Background: an optimization exercise with open tools, aiming at small area. Do not read the settings as production practice.
Function was checked by simulation only, so behaviour that the tests miss may differ from the original.

## flow/design.v (module list and top-level ports; edited modules follow where they fit)
// module CC: 1110 lines
// module cc_fa: 6 lines
// module cc_bth: 5 lines
// module cc_s3: 5 lines
// module cc_ha: 6 lines
module CC(
    clk,
    rst_n,
    in_valid,
    mode,
    xi,
    yi,
    out_valid,
    xo,
    yo
);
  // ...
==> flow/run.sh <==
#!/bin/bash
# synth_recipe.tcl (not shown) runs the flow's synth.tcl, then flattens the netlist and writes it again
# the make line also repeats each setting of config.mk as NAME=value (left out here)
make -C /OpenROAD-flow-scripts/flow DESIGN_CONFIG=/design/flow/config.mk WORK_HOME=/design/flow/orfs CLKGATE_MAP_FILE= SYNTH_SCRIPT=/design/flow/synth_recipe.tcl finish
==> flow/config.mk <==
export PLATFORM = sky130hd
export DESIGN_NAME = CC
export DESIGN_NICKNAME = CC
export VERILOG_FILES = /design/flow/design.v
export SDC_FILE = /design/flow/constraint.sdc
export NUM_CORES = 8
export LEC_CHECK = 0
export CAP_MARGIN = 20
export CORE_MARGIN = 2
export CORE_UTILIZATION = 50
export CTS_BUF_LIST = sky130_fd_sc_hd__clkbuf_4 sky130_fd_sc_hd__clkbuf_8
export SLEW_MARGIN = 20
export SYNTH_HIERARCHICAL = 1
export SYNTH_MINIMUM_KEEP_SIZE = 0
==> flow/constraint.sdc <==
create_clock -name core_clock -period 100.0 [get_ports {clk}]
set_input_delay 20.0000 -clock core_clock [delete_from_list [all_inputs] [get_ports {clk}]]
set_output_delay 20.0000 -clock core_clock [all_outputs]
set_load 0.01 [all_outputs]
==> flow_summary.json, run 1 <==
{
  "grt_util_all_layers": 0.3350,
  "crit_buf_inv": 5,
  "r2r_end": "X[7]",
  "grt.busiest_layer": "met2",
  "final_cell_count_no_fill": 2049,
  "area_dominant_class": "multi-input combinational cells",
  "mostFrequentLayoutCell": "fa_1",
  "cp.arrival_ns": 44.74,
  "crit_end": "X[7]",
  "drive_above_1_share": 0.07161,
  "synth_top_family_by_area": "adder cells",
  "setup_slack_ns": 55.53,
  "synth_top_area_cell": "fa_1",
  "outcome": "complete, no violations",
  "fp.dieW_um": 185.5,
  "crit_family": "adder cells",
  "taps": 442,
  "core-area_sq_um": 32450,
  "critPathLaunchType": "primary input",
  "yosys_warnings": 7,
  "design_area_sq_um": 17630,
  "cts-htree-levels": 3,
  "diodes": 1,
  "fin_hold_ws_ns": 0.5496,
  "rsz0062_at_grt": "no",
  "ant_nets": 0,
  "portBuffers": 37,
  "multi_input_area_sq_um": 12920,
  "netlist_top_cells_area": "fa_1, edfxtp_1, nand2_1",
  "layout_common_cells": "fa_1, nand2_1, edfxtp_1",
  "die_area_sq_um": 34400,
  "row_count": 66,
  "crit_path_end_kind": "register",
  "hp-start": "cnt[0]",
  "synth_commonest_cells": "fa_1, nand2_1, edfxtp_1, nor2_1, a222oi_1",
  "muxShareOfSynthArea": 0.04955,
  "viasPerCell": 6.499,
  "syn_area_per_cell_sq_um": 10.36,
  "ys_seq_area_frac": 0.1836
}
==> inputs of run 2 (changes only) <==
--- a/flow/design.v
+++ b/flow/design.v
@@ -1092,19 +1092,18 @@
     if (in3 & m0)      QA[16:13] <= {{~n40}, {~n227, ~n226, ~n225}};
     if (t1 & m0)       QB <= {{~n40}, {~n227, ~n226, ~n225, ~n224, ~n223, ~n222, ~n221, ~n220}, {n219, n218, n217, n216, n215, n214, n213, n212}};
     else if ((in2 & m1) | (in3 & m2)) QB <= {~n1123, ~n1121, ~n1119, ~n1117, ~n1115, ~n1113, ~n1111, ~n1109, ~n1107, ~n1105, ~n1103, ~n1101, ~n1098, ~n1095, n1091, ~n797, ~n796};
     if (in2)       RL <= xi;
     else if (step) RL <= {n285, n282, n280, n278, n276, n274, n272, n270};
     if (in3)       RR <= xi;
     else if (step) RR <= {n343, n340, n338, n336, n334, n332, n330, n328};
     if (in2 & m1)       X <= {n1141, ~n1138, ~n1135, ~n1133, ~n1131, ~n1129, ~n1127, ~n1125};
-    else if (t1 & m1)   X <= 8'd0;
     else if (t1 & m0)   X <= RL;
-    else if (t1 & m2)   X <= {~n1264, n1262, n1259, n1256, n1253, n1250, n1247, n1244};
+    else if (t1)        X <= {~n1264, n1262, n1259, n1256, n1253, n1250, n1247, n1244} & {8{m2}};
     else if (step)      X <= {n285, n282, n280, n278, n276, n274, n272, n270};
     else                X <= {n356, n354, n352, n350, n348, n346, n344, ~X[0]};
     if (in2)            Y <= yi;
     else if (in3 & m1)  Y <= {6'd0, {n1200}, {n1201}};
     else if (t1 & m2)   Y <= {n1241, n1238, n1235, n1232, n1229, n1226, n1223, n1220};
     else if (step)      Y <= {n369, n367, n365, n363, n361, n359, n357, ~Y[0]};
 end
 endmodule
==> flow_summary.json, run 2 <==
{
  "yosysMostFrequentCell": "fa_1",
  "routed_wl_um": 54940,
  "synth_top_area_cell": "fa_1",
  "setup_slack_ns": 55.75,
  "preCtsSetupSlack_ns": 55.40,
  "slew_violations": 0,
  "hp-class": "reg2reg",
  "setup_tns_ns": 0,
  "ant_nets": 0,
  "start_util": 0.5072,
  "hold_buffers": 0,
  "gp_congestion": 0.9256,
  "grt_pass1_vias": 13386,
  "synth_top_family_by_area": "adder cells",
  "fin_hold_ws_ns": 0.5714,
  "synth-xor-area-share": 0.03808,
  "layout_common_cells": "fa_1, nand2_1, edfxtp_1",
  "core-area_sq_um": 32450,
  "synthSimpleGateAreaFrac": 0.1497,
  "critPathMaxFanout": 37,
  "worst_pin_slew_ns": 1.028,
  "row_count": 66,
  "grt_overflow": 0,
  "antenna_found_initial": 0,
  "drt_iter0_markers": 1916,
  "cts.repair.resized": 0,
  "fin_skew_ns": 0.02504,
  "dp_hpwl_um": 42420,
  "num_vias": 13199,
  "clockBufferDepth": 2,
  "clockRootBuffer": "clkbuf_8",
  "syn_area_per_cell_sq_um": 10.33,
  "synth_ff_type": "edfxtp_1",
  "reg_top3": "QA x17, QB x17",
  "synth_compound_area_frac": 0.1320,
  "viasPerCell": 6.426,
  "first_pass_iters": 9,
  "clkTransAtPathRegs_ns": 0.11,
  "syn_area_sq_um": 16460,
  "rsz0062_at_grt": "no",
  "grt_util_all_layers": 0.3359,
  "cp.required_ns": 100.25,
  "critPathLaunchType": "primary input",
  "period_share": 0.4425,
  "postCtsSetupBuffers": 0,
  "hold_viol_final": 0,
  "portBuffers": 37,
  "synth_cells": 1593,
  "max_stage_delay_ns": 0.84,
  "mostFrequentLayoutCell": "fa_1",
  "crit_top_cell": "fa_1",
  "use_met1": 0.4911,
  "ys_seq_area_frac": 0.1837,
  "clk_latency_ns": 0.41,
  "netlist_top_cells_area": "fa_1, edfxtp_1, nand2_1",
  "crit_path_end_kind": "register",
  "yosys.area.top_type_share": 0.3612,
  "die_area_sq_um": 34390,
  "layout_min_cycle_time_ns": 44.25,
  "syn2layout_area_growth_pct": 7.153,
  "cts_buffers": 9,
  "synthAdderAreaFrac": 0.4129,
  "crit_type": "in2reg",
  "grt_max_degree": 54,
  "cts-htree-levels": 3,
  "io_pins": 38,
  "setup_viol": 0,
  "outcome": "complete, no violations",
  "use_met2": 0.5196,
  "yosys_warnings": 7,
  "cp.arrival_ns": 44.49,
  "slowest_stage": "nor3_1",
  "fp.dieW_um": 185.4,
  "synth_edf_count": 92,
  "fmax_ghz": 0.02260,
  "synth_seq_cells": 104,
  "drive_above_1_share": 0.07072,
  "grt.busiest_layer": "met2",
  "fp.dieH_um": 185.4,
  "maxCapViolCount": 0,
  "drc": 0,
  "slew_headroom": 0.3120,
  "grtUsageMet3": 0.04856,
  "async_flop_share": 0.03846,
  "grt_pass1_wl_um": 84770,
  "fin_nets": 1993,
  "synthDistinctLibCells": 69,
  "synth_commonest_cells": "fa_1, nand2_1, edfxtp_1, nor2_1, a222oi_1",
  "wire_per_inst_um": 26.75,
  "cts_tree": "yes",
  "muxShareOfSynthArea": 0.04827,
  "cts_sinks": 104,
  "diodes": 0
}
==> run 2: cell count changes after synthesis, sizes merged, moves of 2 or more <==
cell    change
xnor2       +3
clkbuf      -2
a21oi       +3
nor2        +2
o21ai       +5
o22ai       -7
a211oi      -7
buf         +3
a22oi       +7
nand2       +2
xor2        -3
==> run 2: metrics by stage <==
step	area [sq um]	std cells	utilization
3_5_place_dp	17430	2038	0.5372
5_1_grt	17640	2054	0.5435
2_1_floorplan	16470	1597	-
6_report	17640	2054	0.5435
3_3_place_gp	17430	2038	0.5372
4_1_cts	17640	2054	0.5435
==> run 2: worst paths after layout <==
path                       slack [ns]  endpoint  cells past startpoint     start
setup / recovery                55.75      X[7]                     73  in_valid
hold / removal                   0.57    cnt[0]                      1    cnt[0]
setup reg to reg                75.43      X[7]                     73    cnt[0]
hold reg to reg                  0.57    cnt[0]                      1    cnt[0]
max in group asynchronous       80.02        t1                      1     rst_n
min in group asynchronous       19.80    cnt[1]                      1     rst_n
==> run 2: cell type report <==
type	count	area, sq um
multi-input combinational	1344	12900
sequential	104	3023
timing repair buffer	82	708.2
fill	2930	14820
clock buffer	13	160.2
inverter	66	247.7
tap	442	553.0
clock inverter	3	42.54
==> run 2: per-layer routing <==
| layer | vias to the layer above | share of wire |
|---|---|---|
| met5 | - | 0 |
| met4 | 0 | 0.030 |
| met3 | 89 | 0.090 |
| met2 | 729 | 0.45 |
| met1 | 6707 | 0.43 |
| li1 | 5674 | - |
==> run 2: modules after synthesis, one instance, submodules excluded <==
module / flip-flops and latches / area [sq um] / times used
cc_ha: 0 / 12.51 / 54
CC: 104 / 9037 / 1
cc_fa: 0 / 20.02 / 297
cc_s3: 0 / 10.01 / 80
==> run 2: cells by family (layout without fill, tap and decap cells) <==
family / count (synthesis) / in the layout
AND/OR/NAND/NOR: 527 / 527
adder cells (fa/ha/maj): 365 / 365
AO/OA/AOI/OAI: 302 / 302
buffers and inverters: 149 / 164
flip-flops: 104 / 104
multiplexers: 76 / 76
XOR/XNOR: 69 / 69
other: 1 / 5
==> run 2: critical path: cells and delay by family <==
| family | cells | cell delay, ns |
|---|---|---|
| adder cells (fa/ha/maj) | 52 | 18.91 |
| AND/OR/NAND/NOR | 4 | 1.67 |
| buffers and inverters | 5 | 1.58 |
| AO/OA/AOI/OAI | 7 | 1.46 |
| XOR/XNOR | 4 | 0.60 |
| multiplexers | 1 | 0.25 |
==> inputs of run 3 (changes only) <==
==> flow/flow/run.sh (new file) <==
#!/bin/bash
# Own layout flow: the standard synthesis and layout, with port buffers of the smallest buffer.
set -euo pipefail
bash standard.sh synth > synth.log 2>&1
bash standard.sh "BUFFER_PORTS_ARGS=-buffer_cell sky130_fd_sc_hd__buf_1" finish > finish.log 2>&1
==> flow/standard.sh (new file) <==
#!/bin/bash
# synth_recipe.tcl (not shown) runs the flow's synth.tcl, then flattens the netlist and writes it again
# the make line also repeats each setting of config.mk as NAME=value (left out here)
make -C /OpenROAD-flow-scripts/flow DESIGN_CONFIG=/design/flow/config.mk WORK_HOME=/design/flow/orfs CLKGATE_MAP_FILE= SYNTH_SCRIPT=/design/flow/synth_recipe.tcl "${@:-finish}"
removed: flow/run.sh
==> flow_summary.json, run 3 <==
{
  "outcome": "complete, no violations",
  "synth_ff_type": "edfxtp_1",
  "yosys.area.top_type_share": 0.3612,
  "core-area_sq_um": 32450,
  "postCtsSetupBuffers": 0,
  "synth_edf_count": 92,
  "grt_pass1_vias": 13210,
  "crit_top_cell": "fa_1",
  "yosysMostFrequentCell": "fa_1",
  "synth_cells": 1593,
  "fin_nets": 1992,
  "period_share": 0.4398,
  "dp_hpwl_um": 41960,
  "yosys_warnings": 7,
  "syn_area_sq_um": 16460,
  "final_util": 0.5364,
  "fp.dieH_um": 185.4,
  "wire_per_inst_um": 26.57,
  "async_flop_share": 0.03846,
  "cts_buffers": 9,
  "register_area_sq_um": 3023,
  "layout_common_cells": "fa_1, nand2_1, edfxtp_1",
  "slew_violations": 0,
  "fp.dieW_um": 185.4,
  "synth_top_area_cell": "fa_1",
  "ys_seq_area_frac": 0.1837,
  "diodes": 0,
  "cts_sinks": 104,
  "r2r_slack_ns": 75.37,
  "crit_type": "in2reg",
  "synthDistinctLibCells": 69,
  "grt_overflow": 0,
  "max_stage_delay_ns": 0.86,
  "syn2layout_area_growth_pct": 5.755,
  "critPathLaunchType": "primary input",
  "cp.arrival_ns": 44.25,
  "r2r_start": "cnt[0]",
  "grt_max_degree": 54,
  "maxCapViolCount": 0,
  "detailed_place.area_sq_um": 17200,
  "multi_input_area_sq_um": 12900,
  "fill_cells": 2939,
  "r2r_end": "X[7]",
  "crit_path_end_kind": "register",
  "hold_buffers": 0,
  "hp-class": "reg2reg",
  "cts_tree": "yes",
  "first_pass_iters": 17,
  "clkTransAtPathRegs_ns": 0.10,
  "clockBufferDepth": 2,
  "gp_congestion": 0.9208,
  "start_util": 0.5072,
  "slew_headroom": 0.3140,
  "drc": 0,
  "ant_nets": 0,
  "min_path_cells": 1,
  "grt_util_all_layers": 0.3321,
  "grt_pass1_wl_um": 83710,
  "holdPathEnd": "cnt[0]",
  "crit_family": "adder cells",
  "netlist_top_cells_area": "fa_1, edfxtp_1, nand2_1",
  "clk_latency_ns": 0.41,
  "reg_top3": "QA x17, QB x17",
  "setup_viol": 0,
  "slowest_stage": "nor3_1",
  "worst_pin_slew_ns": 1.026,
  "crit_buf_inv": 4,
  "portBuffers": 37,
  "syn_area_per_cell_sq_um": 10.33,
  "fin_skew_ns": 0.02168,
  "cts.repair.resized": 0,
  "die_area_sq_um": 34390,
  "synth_commonest_cells": "fa_1, nand2_1, edfxtp_1, nor2_1, a222oi_1",
  "io_pins": 38,
  "setup_tns_ns": 0,
  "mostFrequentLayoutCell": "fa_1",
  "clockRootBuffer": "clkbuf_8",
  "design_area_sq_um": 17410,
  "reg2reg_depth": 71,
  "rsz0062_at_grt": "no",
  "antenna_found_initial": 1,
  "cts-htree-levels": 3,
  "routed_wl_um": 54540,
  "hp-start": "cnt[0]",
  "row_count": 66,
  "fmax_ghz": 0.02274,
  "layout_min_cycle_time_ns": 43.98,
  "synth_seq_cells": 104,
  "num_vias": 13266,
  "drt_iter0_markers": 2255,
  "drive_above_1_share": 0.07076,
  "hold_viol_final": 0,
  "viasPerCell": 6.462,
  "fin_hold_ws_ns": 0.5411,
  "critPathMaxFanout": 37,
  "cp.required_ns": 100.27
}
## run 3: cell counts after synthesis
No cell type changed its count.
## run 3: worst max path at each step
stage	start	endpoint	slack, ns	cells after the start
2_1_floorplan	in_valid	X[7]	56.66	70
3_3_place_gp	in_valid	X[7]	56.00	71
3_5_place_dp	in_valid	X[7]	55.70	73
4_1_cts	in_valid	X[7]	56.16	73
5_1_grt	in_valid	X[7]	54.82	73
6_report	in_valid	X[7]	56.02	71
## run 3: layer usage
metal / vias up / GRT usage / part of all wire
li1: 5679 / - / -
met1: 6716 / 0.4896 / 0.42
met2: 768 / 0.4970 / 0.44
met3: 103 / 0.05840 / 0.10
met4: 0 / 0.1086 / 0.034
met5: - / 0 / 0
## run 3: Yosys stat by module (local to each module, per instance)
module	copies in the design	area, sq um	flip-flops and latches
CC	1	9037	104
cc_s3	80	10.01	0
cc_ha	54	12.51	0
cc_fa	297	20.02	0
## run 3: per-stage QoR
stage | instances | worst slack [ns]
after global routing | 2053 | 54.82
after detailed placement | 2037 | 55.70
after CTS | 2053 | 56.16
after floorplan | 1597 | 56.66
after global placement | 2037 | 56.00
final | 2053 | 56.02
## run 3: cell families (layout without fill, tap and decap cells)
| family | after synthesis | after routing | share of synthesized area |
|---|---|---|---|
| simple gates | 527 | 527 | 0.1497 |
| other cells | 1 | 5 | 0.0002278 |
| buf+inv | 149 | 163 | 0.03512 |
| xor+xnor | 69 | 69 | 0.03808 |
| fa+ha+maj | 365 | 365 | 0.4129 |
| flops | 104 | 104 | 0.1837 |
| compound gates | 302 | 302 | 0.1320 |
| mux | 76 | 76 | 0.04827 |
## run 3: cell type report
cell class              instances  share of cell area
well taps                     442             0.03177
clock buffers                  13            0.009560
clock inverters                 3            0.002444
multi-input cells            1344              0.7414
repair buffers                 81             0.02696
inverters                      66             0.01423
flip-flops and latches        104              0.1737

==> what the ideal ports hide <==
In the flow no input, the clock included, has a driving cell. The finished layouts below were timed again as built, in two steps.
Step 1 assumes that a clkbuf_16 drives the clock port and a buf_2 every other input.
Step 2 times the ports against the registers' clock, not the clock port: input delays grow and output delays shrink by t, the midpoint of the rising clock arrivals with the driver on.
a / b / c = ideal / step 1 / step 2; a / b = the first two.
run | shift t [ns] | setup WS [ns] | worst setup path after step 2 | worst register clock-pin slew, ns
run 1 | 0.453 | 55.532 / 55.541 / 55.088 | input to register | 0.12 / 0.12
run 2 | 0.439 | 55.753 / 55.769 / 55.330 | input to register | 0.12 / 0.12
run 3 | 0.445 | 56.018 / 56.036 / 55.591 | input to register | 0.11 / 0.11
After both steps every run listed still meets setup and hold. For run 1, which loses most, drivers alone change the setup slack by +0.009 ns; drivers and shift together by -0.444 ns.
